What follows belongs to an exercise in optimizing a design on an open flow for small area and a short achievable clock period; a production flow would make more cautious choices. At most, simulation tests tie the RTL to the original design; equivalence was not proved. No activity file was given, so power comes from the tool's default toggle rates.

==> flow/design.v (excerpt) <==
module npu (
    input               clk,
    input               reset,
    input               cov,
    input  [23:0]       data,
    input  [23:0]       wt,
    output logic [71:0] mmu_out,
    output logic [15:0] conv_out,
    output logic        conv_fin
);
Size in the first run: about 3500 cells after synthesis, ~640 flip-flops, ~140 I/O pins, ~35000 sq um of cells after synthesis.
make LEC_CHECK=0 CAP_MARGIN=20 CORE_MARGIN=2 CORE_UTILIZATION=40 CTS_BUF_LIST='sky130_fd_sc_hd__clkbuf_4 sky130_fd_sc_hd__clkbuf_8' PLACE_DENSITY=0.6 SETUP_SLACK_MARGIN=3.0 SLEW_MARGIN=20 TNS_END_PERCENT=5 finish   # period 5.5 ns
run.sh (not shown) runs the stock make flow with config.mk's settings and CLKGATE_MAP_FILE= SYNTH_SCRIPT=/design/flow/synth_recipe.tcl, a recipe that flattens the netlist after the stock synthesis.
The starting point went through all stages and came out clean.
Edit:
==> flow/flow/run.sh (new file) <==
#!/bin/bash
# Own flow: the standard layout (standard.sh, all steps, standard synthesis),
# with one change: the port buffers that global placement inserts on every input
# and output are buf_2 cells instead of the resizer's default pick (a 0.5 ns delay
# buffer). The whole make output goes to standard.log in this folder; ORFS keeps
# each step's own log under orfs/logs/.
set -euo pipefail
export BUFFER_PORTS_ARGS="-buffer_cell sky130_fd_sc_hd__buf_2"
bash standard.sh > standard.log 2>&1
==> flow/standard.sh (new file) <==
#!/bin/bash
# synth_recipe.tcl (not shown) runs the flow's synth.tcl, then flattens the netlist and writes it again
# the make line also repeats each setting of config.mk as NAME=value (left out here)
make -C /OpenROAD-flow-scripts/flow DESIGN_CONFIG=/design/flow/config.mk WORK_HOME=/design/flow/orfs CLKGATE_MAP_FILE= SYNTH_SCRIPT=/design/flow/synth_recipe.tcl "${@:-finish}"
- CTS_BUF_LIST: sky130_fd_sc_hd__clkbuf_4 sky130_fd_sc_hd__clkbuf_8 -> unset
- CTS_CLUSTER_DIAMETER: unset -> 100
- CTS_CLUSTER_SIZE: unset -> 20
removed: flow/run.sh
=> Count of clock-buffer cells in the layout decreases by 120. Fmax increases by 0.86%. Power decreases by 12%. Design area decreases by about 5%. Cell count decreases by about 3.5%.
Edit:
==> flow/flow/run.sh (replaced) <==
#!/bin/bash
# Own flow: the standard layout (standard.sh, all steps, standard synthesis),
# with one change: the port buffers that global placement inserts on every input
# and output are buf_1 cells instead of the resizer's default pick (a 0.5 ns delay
# buffer). The whole make output goes to standard.log in this folder; ORFS keeps
# each step's own log under orfs/logs/.
set -euo pipefail
export BUFFER_PORTS_ARGS="-buffer_cell sky130_fd_sc_hd__buf_1"
bash standard.sh > standard.log 2>&1
- CTS_CLUSTER_SIZE: 20 -> 24
Outcome: Worst setup slack gets worse by 0.015 ns; first-iteration DRC count shrinks by 0.44%; sequential cell count is unchanged; via count goes up by about 1%.
Edit:
==> flow/flow/run.sh (replaced) <==
#!/bin/bash
# Own flow: the standard layout (standard.sh, all steps, standard synthesis),
# with one change: the port buffers that global placement inserts on every input
# and output are buf_2 cells instead of the resizer's default pick (a 0.5 ns delay
# buffer). The whole make output goes to standard.log in this folder; ORFS keeps
# each step's own log under orfs/logs/.
set -euo pipefail
export BUFFER_PORTS_ARGS="-buffer_cell sky130_fd_sc_hd__buf_2"
bash standard.sh > standard.log 2>&1
- CORE_UTILIZATION: 40 -> 50
- CTS_CLUSTER_SIZE: 24 -> 20
- PLACE_DENSITY: 0.6 -> 0.7
Effect: Core utilization increases by 11 points. Cell area came out lower by 1.2%. Worst setup slack is worse by 0.046 ns.


npu, a different RTL version from the one above (not shown whole).
Size: about 3300 cells after synthesis, roughly 470 flip-flops.
clock: 5.5 ns
lec_check: 0
cap_margin: 20
core_margin: 2
core_utilization: 40
place_density: 0.6
slew_margin: 20
Stock flow here: none of the scripts above is used.
Edit:
--- a/flow/config.mk
+++ b/flow/config.mk
@@ -7,2 +7,3 @@
 export LEC_CHECK = 0
+export ABC_CLOCK_PERIOD_IN_PS = 3500
 export CAP_MARGIN = 20
@@ -11,2 +12,3 @@
 export PLACE_DENSITY = 0.6
+export SETUP_SLACK_MARGIN = 2.0
 export SLEW_MARGIN = 20
Result:
- power came out higher by about a fifth
- synthesized area does not change
- wire length is higher by a little under a tenth
- setup slack gets better by 350 ps
- die area stays the same
- final area rose by a little under a tenth
- worst hold slack is worse by 9.6 ps
- flip-flop and latch count is unchanged
Edit:
--- a/flow/config.mk
+++ b/flow/config.mk
@@ -7,3 +7,3 @@
 export LEC_CHECK = 0
-export ABC_CLOCK_PERIOD_IN_PS = 3500
+export ABC_CLOCK_PERIOD_IN_PS = 3000
 export CAP_MARGIN = 20
@@ -12,3 +12,3 @@
 export PLACE_DENSITY = 0.6
-export SETUP_SLACK_MARGIN = 2.0
+export SETUP_SLACK_MARGIN = 2.5
 export SLEW_MARGIN = 20
Setup slack loses 18 ps.
Wire length went up by 2.0%.
Critical path depth stays the same.
Count of clock-buffer cells in the layout rose by 12.
Synthesized cell count stays the same.
Cell count grows by 0.84%.
Sequential share of layout area goes down by 0.39 points.
Hold slack is better by 12 ps.
Design area came out higher by 1.4%.
Via count came out higher by 1.8%.
Sequential power hardly moves.
No functional check of the RTL was part of any run of this note.


npu with an RTL version that a note above also has.
Size: about 3,500 cells after synthesis, ~140 I/O pins, about 0.035 mm² of cells after synthesis.
export LEC_CHECK = 0
export CAP_MARGIN = 20
export CORE_MARGIN = 2
export CORE_UTILIZATION = 40
export PLACE_DENSITY = 0.6
export SETUP_SLACK_MARGIN = 3.0
export SLEW_MARGIN = 20
create_clock -name core_clock -period 5.5 [get_ports {clk}]
The first run finished with timing, DRC and antenna clean.
Edit:
CORE_UTILIZATION = 60   (was 40)
PLACE_DENSITY = 0.75   (was 0.6)
TNS_END_PERCENT = 5   (was unset)
What happened: The changed run produced a clean layout; worst hold slack improves by 5.4 ps; die area drops by 33%; synthesized cell count is unchanged; via count hardly moves; area after synthesis does not change; total power falls by about 5%; final area shrinks by about 7%; sequential share of layout area goes up by 2.4 points; worst setup slack gets worse by 56 ps; register-to-register slack degrades by 60 ps; utilization grows by 20 points.
Edit:
CORE_UTILIZATION = 40   (was 60)
PLACE_DENSITY = 0.6   (was 0.75)
SETUP_SLACK_MARGIN = 2.2   (was 3.0)
TNS_END_PERCENT = unset   (was 5)
What happened: Wire length shrinks by 4.7%. Combinational power shrinks by about 6%. Synthesized cell count is unchanged. Core utilization shrinks by 25 points. Setup slack loses 140 ps. Cell area shrinks by 2.5%. Total power shrinks by 0.84%. Worst hold slack stays flat. Clock power grows by about 3%.
Edit:
CTS_CLUSTER_DIAMETER = 120   (was unset)
CTS_CLUSTER_SIZE = 30   (was unset)
SETUP_SLACK_MARGIN = 3.0   (was 2.2)
TNS_END_PERCENT = 5   (was unset)
After rerunning: Clock power falls by 52%; fmax came out higher by 5.2%; non-clock buffer count came out higher by 94; cell area barely changes; wire length falls by about 0.8%; global-route usage decreases by 0.37 points; synthesized cell count is unchanged; die area is unchanged; total power goes down by 15%; register-to-register slack improved by 160 ps.


npu again, from the RTL that the note above started with.
==> flow/config.mk <==
export PLATFORM = sky130hd
export DESIGN_NAME = npu
export DESIGN_NICKNAME = npu
export VERILOG_FILES = /design/flow/design.v
export SDC_FILE = /design/flow/constraint.sdc
export NUM_CORES = 4
export LEC_CHECK = 0
export CAP_MARGIN = 20
export CORE_MARGIN = 2
export CORE_UTILIZATION = 40
export CTS_CLUSTER_DIAMETER = 120
export CTS_CLUSTER_SIZE = 30
export PLACE_DENSITY = 0.6
export SETUP_SLACK_MARGIN = 3.0
export SLEW_MARGIN = 20
export TNS_END_PERCENT = 5
==> flow/constraint.sdc <==
create_clock -name core_clock -period 5.5 [get_ports {clk}]
set_input_delay 1.1000 -clock core_clock [delete_from_list [all_inputs] [get_ports {clk}]]
set_output_delay 1.1000 -clock core_clock [all_outputs]
set_load 0.01 [all_outputs]
standard.sh (not shown) runs the stock make flow with config.mk's settings and CLKGATE_MAP_FILE= SYNTH_SCRIPT=/design/flow/synth_recipe.tcl, a recipe that flattens the netlist after the stock synthesis.
==> flow/flow/run.sh <==
#!/bin/bash
# Own flow: the standard layout (standard.sh, all steps, standard synthesis),
# with one change: the port buffers that global placement inserts on every input
# and output are buf_2 cells instead of the resizer's default pick (a 0.5 ns delay
# buffer). The whole make output goes to standard.log in this folder; ORFS keeps
# each step's own log under orfs/logs/.
set -euo pipefail
export BUFFER_PORTS_ARGS="-buffer_cell sky130_fd_sc_hd__buf_2"
bash standard.sh > standard.log 2>&1
The first run completed with no timing, DRC or antenna violations.
Change:
==> flow/run.sh (new file) <==
#!/bin/bash
# synth_recipe.tcl (not shown) runs the flow's synth.tcl, then flattens the netlist and writes it again
# the make line also repeats each setting of config.mk as NAME=value (left out here)
make -C /OpenROAD-flow-scripts/flow DESIGN_CONFIG=/design/flow/config.mk WORK_HOME=/design/flow/orfs CLKGATE_MAP_FILE= SYNTH_SCRIPT=/design/flow/synth_recipe.tcl finish
Settings changed: CTS_CLUSTER_DIAMETER 120 to 100, CTS_CLUSTER_SIZE 30 to 24.
removed: flow/flow/run.sh
removed: flow/standard.sh
After rerunning: The changed run completed with no timing, DRC or antenna violations; first-iteration DRC count drops by 9.0%; power grows by 6.4%; count of clock-buffer cells in the layout went up by 12; setup slack improved by 0.023 ns; global-route usage goes up by 0.62 points; critical path depth stays the same; maximum frequency rises by 0.73%; area after synthesis does not change; non-clock buffer count is higher by 25.
Change:
Settings changed: CTS_CLUSTER_DIAMETER 100 to not set, CTS_CLUSTER_SIZE 24 to not set.
Result: Power goes up by roughly a tenth; global-route usage climbs by 0.23 points; cell area is higher by a few percent; via count barely changes; final cell count goes up slightly; die area does not change; count of clock-buffer cells in the layout went up by 60.


## 10-26
npu, a different RTL version from the one above (not shown whole).
For scale: ~3300 cells after synthesis, about 640 flip-flops, roughly 140 I/O pins, about 34000 sq um of cells after synthesis.
==> flow/config.mk <==
export PLATFORM = sky130hd
export DESIGN_NAME = npu
export DESIGN_NICKNAME = npu
export VERILOG_FILES = /design/flow/design.v
export SDC_FILE = /design/flow/constraint.sdc
export NUM_CORES = 4
export LEC_CHECK = 0
export CAP_MARGIN = 20
export CORE_MARGIN = 2
export CORE_UTILIZATION = 40
export PLACE_DENSITY = 0.6
export SETUP_SLACK_MARGIN = 3.0
export SLEW_MARGIN = 20
export TNS_END_PERCENT = 5
==> flow/constraint.sdc <==
create_clock -name core_clock -period 5.5 [get_ports {clk}]
set_input_delay 1.1000 -clock core_clock [delete_from_list [all_inputs] [get_ports {clk}]]
set_output_delay 1.1000 -clock core_clock [all_outputs]
set_load 0.01 [all_outputs]
run.sh (not shown) runs the stock make flow with config.mk's settings and CLKGATE_MAP_FILE= SYNTH_SCRIPT=/design/flow/synth_recipe.tcl, a recipe that flattens the netlist after the stock synthesis.
Stock flow here: none of the scripts above is used.
## Diff of input files: 12-24 against 10-26
==> flow/flow/run.sh (new file) <==
#!/bin/bash
# Own flow: the standard layout (standard.sh, all steps, standard synthesis),
# with one change: the port buffers that global placement inserts on every input
# and output are buf_2 cells instead of the resizer's default pick (a 0.5 ns delay
# buffer). The whole make output goes to standard.log in this folder; ORFS keeps
# each step's own log under orfs/logs/.
set -euo pipefail
export BUFFER_PORTS_ARGS="-buffer_cell sky130_fd_sc_hd__buf_2"
bash standard.sh > standard.log 2>&1
==> flow/standard.sh (new file) <==
#!/bin/bash
# synth_recipe.tcl (not shown) runs the flow's synth.tcl, then flattens the netlist and writes it again
# the make line also repeats each setting of config.mk as NAME=value (left out here)
make -C /OpenROAD-flow-scripts/flow DESIGN_CONFIG=/design/flow/config.mk WORK_HOME=/design/flow/orfs CLKGATE_MAP_FILE= SYNTH_SCRIPT=/design/flow/synth_recipe.tcl "${@:-finish}"
--- a/flow/config.mk
+++ b/flow/config.mk
@@ -10,0 +11,2 @@
+export CTS_CLUSTER_DIAMETER = 100
+export CTS_CLUSTER_SIZE = 20
removed: flow/run.sh
Results
- Compared 12-24 vs 10-26, and clock latency at the later pin of the worst-skew pair is down in 12-24.
- From 10-26 to 12-24, fraction of synthesized area in multiplexers did not move at all.
- Relative to 10-26, the routed wire length measured on 12-24 has decreased by a few percent.
- Per the comparison of 12-24 with 10-26, final design instance area without fill dropped about 7%, fraction of power consumed by the clock network dropped 11 points, proportion of power drawn by combinational gates climbed 2.9 points, clock tree buffer count of the final layout dropped 42, data arrival time of the critical path dropped 0.08 ns.
No functional check of the RTL was part of any run of this note.


## v33
RTL: one of the versions met above, not the one the previous note started from.
For scale: about 140 I/O pins, about 35000 um^2 of cells after synthesis.
==> flow/config.mk <==
export PLATFORM = sky130hd
export DESIGN_NAME = npu
export DESIGN_NICKNAME = npu
export VERILOG_FILES = /design/flow/design.v
export SDC_FILE = /design/flow/constraint.sdc
export NUM_CORES = 4
export LEC_CHECK = 0
export CAP_MARGIN = 20
export CORE_MARGIN = 2
export CORE_UTILIZATION = 40
export CTS_CLUSTER_DIAMETER = 100
export CTS_CLUSTER_SIZE = 20
export PLACE_DENSITY = 0.6
export SETUP_SLACK_MARGIN = 3.3
export SLEW_MARGIN = 20
export TNS_END_PERCENT = 3
==> flow/constraint.sdc <==
create_clock -name core_clock -period 5.5 [get_ports {clk}]
set_input_delay 1.1000 -clock core_clock [delete_from_list [all_inputs] [get_ports {clk}]]
set_output_delay 1.1000 -clock core_clock [all_outputs]
set_load 0.01 [all_outputs]
standard.sh (not shown) runs the stock make flow with config.mk's settings and CLKGATE_MAP_FILE= SYNTH_SCRIPT=/design/flow/synth_recipe.tcl, a recipe that flattens the netlist after the stock synthesis.
==> flow/flow/run.sh <==
#!/bin/bash
# Own flow: the standard layout (standard.sh, all steps, standard synthesis),
# with one change: the port buffers that global placement inserts on every input
# and output are buf_2 cells instead of the resizer's default pick (a 0.5 ns delay
# buffer). The whole make output goes to standard.log in this folder; ORFS keeps
# each step's own log under orfs/logs/.
set -euo pipefail
export BUFFER_PORTS_ARGS="-buffer_cell sky130_fd_sc_hd__buf_2"
bash standard.sh > standard.log 2>&1
In summary, v33 completed successfully, with a layout that passed the timing, design-rule and antenna checks.
Inputs modified between v33 and v31:
- TNS_END_PERCENT: 3 -> 5
- SETUP_SLACK_MARGIN: 3.3 -> 3.0
==> flow/run.sh (new file) <==
#!/bin/bash
# synth_recipe.tcl (not shown) runs the flow's synth.tcl, then flattens the netlist and writes it again
# the make line also repeats each setting of config.mk as NAME=value (left out here)
make -C /OpenROAD-flow-scripts/flow DESIGN_CONFIG=/design/flow/config.mk WORK_HOME=/design/flow/orfs CLKGATE_MAP_FILE= SYNTH_SCRIPT=/design/flow/synth_recipe.tcl finish
removed: flow/flow/run.sh
removed: flow/standard.sh
==> comparison <==
When v31 is set beside v33, its largest net degree at the start of global routing turns out to be about 17% smaller. Taking v33 as the reference, in v31 final setup violation count flat, total half-perimeter wirelength after legalization and detailed placement up about 1%. Cell area after placement, v31 and v33: higher on v31. Compared with v33, in v31 via count rose by 177, area growth from synthesis to layout rose by 3.6 points, shortest period the worst path allows fell by 0.035 ns. Sort v31 and v33 by number of filler cells placed in the layout asc -> top: v31.
Edits applied to the flow inputs when going from v31 to v28:
- TNS_END_PERCENT: 5 -> 1
- CTS_CLUSTER_SIZE: 20 -> unset
- CTS_CLUSTER_DIAMETER: 100 -> unset
- SETUP_SLACK_MARGIN: 3.0 -> 2.8
Results
Across both runs, number of buffers added by the clock tree synthesis step was higher for v28 than for v31.
Total of fill cells in the finished design: higher on v28
Between v31 and v28, post-CTS clock slew at the launch and capture registers of the worst setup and hold paths decreased.
Compared with v31, v28 has less setup slack.
Taking v31 as the reference point, the cell count along the critical path of v28 falls by 2.

## re-timing with driven ports
In the flow no input, the clock included, has a driving cell. The finished layouts below were timed again as built, in two steps. Step 1: set_driving_cell puts a clkbuf_16 on clk and a buf_2 on each other input, an assumption about the parent block. Step 2 moves the port delays by t, midway between the first and last clock arrival at a register: inputs arrive t later, outputs are due t later. That takes back most of the time a late clock gives input paths. a / b / c = ideal ports / drivers / drivers and shift; a / b = the first two.
run	t, ns	setup WS [ns]	worst setup path after step 2	slew at the worst register clock pin (ns)	pins driven straight from the clock port
the first run of note 1	0.789	2.392 / 2.392 / 1.960	input to register	0.07 / 0.07	1
the second run of note 1	0.638	2.418 / 2.418 / 1.952	input to register	0.09 / 0.09	1
the third run of note 1	0.645	2.403 / 2.403 / 1.802	input to register	0.10 / 0.10	1
the fourth run of note 1	0.642	2.357 / 2.357 / 1.795	input to register	0.09 / 0.09	1
the first run of note 2	0.684	0.309 / 0.309 / 0.309	register to register	0.07 / 0.07	1
the second run of note 2	0.678	0.662 / 0.662 / 0.662	register to register	0.07 / 0.07	1
the third run of note 2	0.675	0.644 / 0.644 / 0.644	register to register	0.07 / 0.07	1
the first run of note 3	0.678	2.446 / 2.446 / 2.081	input to register	0.06 / 0.06	1
the second run of note 3	0.669	2.390 / 2.390 / 1.866	input to register	0.07 / 0.07	1
the third run of note 3	0.671	2.253 / 2.253 / 1.659	input to register	0.06 / 0.06	1
the fourth run of note 3	0.677	2.414 / 2.414 / 1.978	input to register	0.12 / 0.12	1
the first run of note 4	0.673	2.382 / 2.382 / 1.883	input to register	0.12 / 0.12	1
the second run of note 4	0.645	2.404 / 2.404 / 1.951	input to register	0.10 / 0.10	1
the third run of note 4	0.672	2.403 / 2.403 / 1.968	input to register	0.06 / 0.06	1
10-26	0.682	2.289 / 2.289 / 1.797	input to register	0.07 / 0.07	1
12-24	0.642	2.339 / 2.339 / 1.829	input to register	0.09 / 0.09	1
v33	0.638	2.383 / 2.383 / 1.923	input to register	0.09 / 0.09	1
v31	0.641	2.418 / 2.418 / 1.953	input to register	0.09 / 0.09	1
v28	0.674	2.344 / 2.370 / 1.696	input to register	0.07 / 0.07	1
After both steps setup and hold are still met in every run listed. For v28, which loses most, drivers alone change the setup slack by +0.026 ns; drivers and shift together by -0.648 ns.
